This design comes from an exercise in tuning for small area and a short achievable clock period on the open sky130 flow, not from production work.
The RTL was checked by simulation tests, not by an equivalence proof against the original design.
Power and IR drop assume default switching activity.

==> 05-28: inputs <==
Design i3c_slave_regs, start of the top module:
module i3c_slave_regs (
  input               PRESETn,
  input               PCLK,
  input               PSEL,
  input               PENA,
  input        [11:2] PADDR,
  input               PWRITE,
  output       [31:0] PRDATA,
  input        [31:0] PWDATA,
  output              wr_err,
  output              cf_SlvEna,
  output              cf_SlvNack,
  output        [7:0] cf_SlvSA,
  output              cf_IdRand,
  output              cf_Offline,
  output       [31:0] cf_Partno,
  output        [7:0] cf_IdBcr,
  output        [7:0] cf_IdDcr,
  output       [14:0] cf_IdVid,
  output              cf_DdrOK,
  output       [11:0] cf_MaxRd,
  output       [11:0] cf_MaxWr,
  output       [23:0] cf_RstActTim,
  output        [7:0] cf_BAMatch,
  output       [15:0] cf_TCclk,
  output              cf_s0ignore,
  output              cf_matchss,
  output              cf_IbiExtData,
  output        [1:0] cf_HdrCmd,
  output        [6:0] cf_CccMask,
  output        [7:0] SetDA,
  input       [29:28] raw_ActState,
  input       [27:24] raw_EvState,
  input         [2:0] raw_TimeC,
  input         [6:0] raw_Request,
  input         [7:0] raw_DynAddr,
  input         [2:0] raw_DynChgCause,
  input        [12:0] raw_match_idx,
  output       [19:8] reg_IntEna,
  output        [5:0] reg_DmaCtrl,
  input        [19:8] inp_IntStates,
  output        [2:0] reg_EvPend,
  output        [7:0] reg_EvIbiByte,
  input               inp_EvNoCancel,
  input       [22:20] inp_EvDet,
  input         [5:0] inp_GenErr,
  input        [11:8] inp_DataErr,
  output        [5:0] msk_GenErr,
  output       [11:8] msk_DataErr,
  output       [19:8] reg_clrIntStates,
  output        [5:0] reg_clrGenErr,
  output       [11:8] reg_clrDataErr,
  output              reg_holdOErr,
  input               inpflg_MaxRd,
  input               inpflg_MaxWr,
  input        [11:0] inp_MaxRW,
  output              reg_TbEnd,
  output              reg_TbFlush,
  output              reg_FbFlush,
  input               inp_dma_last_tb,
  output        [5:4] reg_TxTrig,
  output        [7:6] reg_RxTrig,
  input       [20:16] inp_TxCnt,
  input       [28:24] inp_RxCnt,
  input               inp_TxFull,
  input               inp_RxEmpty,
  output        [1:0] regflg_wr_cnt,
  output        [7:0] reg_wdata,
  output        [1:0] regflg_rd_cnt,
  input         [7:0] inp_fb_data,
  output        [8:7] reg_ActMode,
  output        [3:0] reg_PendInt,
  output       [15:8] reg_StatusRes,
  input               hdr_new_cmd,
  input         [7:0] raw_hdr_cmd,
  output       [10:0] ibi_wr_fifo,
  input               ibi_wr_ack
  );
Settings: LEC_CHECK=0, CAP_MARGIN=20, CORE_MARGIN=2, CORE_UTILIZATION=40, SLEW_MARGIN=20; clock period 8.0 ns.
run.sh (not shown) runs the stock make flow with config.mk's settings and CLKGATE_MAP_FILE= SYNTH_SCRIPT=/design/flow/synth_recipe.tcl, a recipe that flattens the netlist after the stock synthesis.
==> inputs of 05-15, as changes to 05-28 <==
==> flow/flow/run.sh (new file) <==
#!/bin/bash
set -euo pipefail
export BUFFER_PORTS_ARGS="-buffer_cell sky130_fd_sc_hd__buf_1"
bash standard.sh finish > flow_standard.log 2>&1
==> flow/standard.sh (new file) <==
#!/bin/bash
# synth_recipe.tcl (not shown) runs the flow's synth.tcl, then flattens the netlist and writes it again
# the make line also repeats each setting of config.mk as NAME=value (left out here)
make -C /OpenROAD-flow-scripts/flow DESIGN_CONFIG=/design/flow/config.mk WORK_HOME=/design/flow/orfs CLKGATE_MAP_FILE= SYNTH_SCRIPT=/design/flow/synth_recipe.tcl "${@:-finish}"
removed: flow/run.sh
==> comparison table <==
Outcome: 05-28 finished clean; 05-15 finished clean
Clk cell area share: 05-28 5.26%; 05-15 5.57%
Arrival @ worst endpoint: 05-28 5270 ps; 05-15 4890 ps
Combinational cell power: 05-28 0.000386 W; 05-15 0.000316 W
Clock edge transition at the registers on the reported setup and hold paths: 05-28 60 ps; 05-15 70 ps
Diodes inserted: 05-28 6; 05-15 5
Layout filler cell count: 05-28 3224; 05-15 3524
Final Wtd Congestion: 05-28 0.963; 05-15 0.957
Clock buf count: 05-28 56; 05-15 46
Power Internal: 05-28 0.00250 W; 05-15 0.00235 W
Number of global-route vias before repair: 05-28 14.0k; 05-15 13.9k
Routed metal-1 wirelength: 05-28 29900 µm; 05-15 29400 µm
Multi-input logic area: 05-28 7310 µm²; 05-15 7320 µm²

## static timing again, ports no longer ideal
The flow's constraints put no driver on any port. The routed layouts listed below were extracted and timed again, unchanged, in two steps.
Step 1 assumes that a clkbuf_16 drives the clock port and a buf_2 every other input.
Step 2 moves the port delays by t, midway between the first and last clock arrival at a register: inputs arrive t later, outputs are due t later. That takes back most of the time a late clock gives input paths.
Slacks: no drivers / after step 1 / after step 2; pairs: no drivers / after step 1.
| run | t, ns | slack for setup (ns) | hold WS [ns] | worst setup path at the end |
|---|---|---|---|---|
| 05-28 | 0.573 | 1.129 / 1.060 / 1.060 | 0.477 / 0.477 / 0.477 | input to output |
| 05-15 | 0.627 | 1.510 / 1.458 / 1.458 | 0.485 / 0.485 / 0.485 | input to output |
After both steps every run listed still meets setup and hold. For 05-28, which loses most, drivers alone change the setup slack by -0.069 ns; drivers and shift together by -0.069 ns.
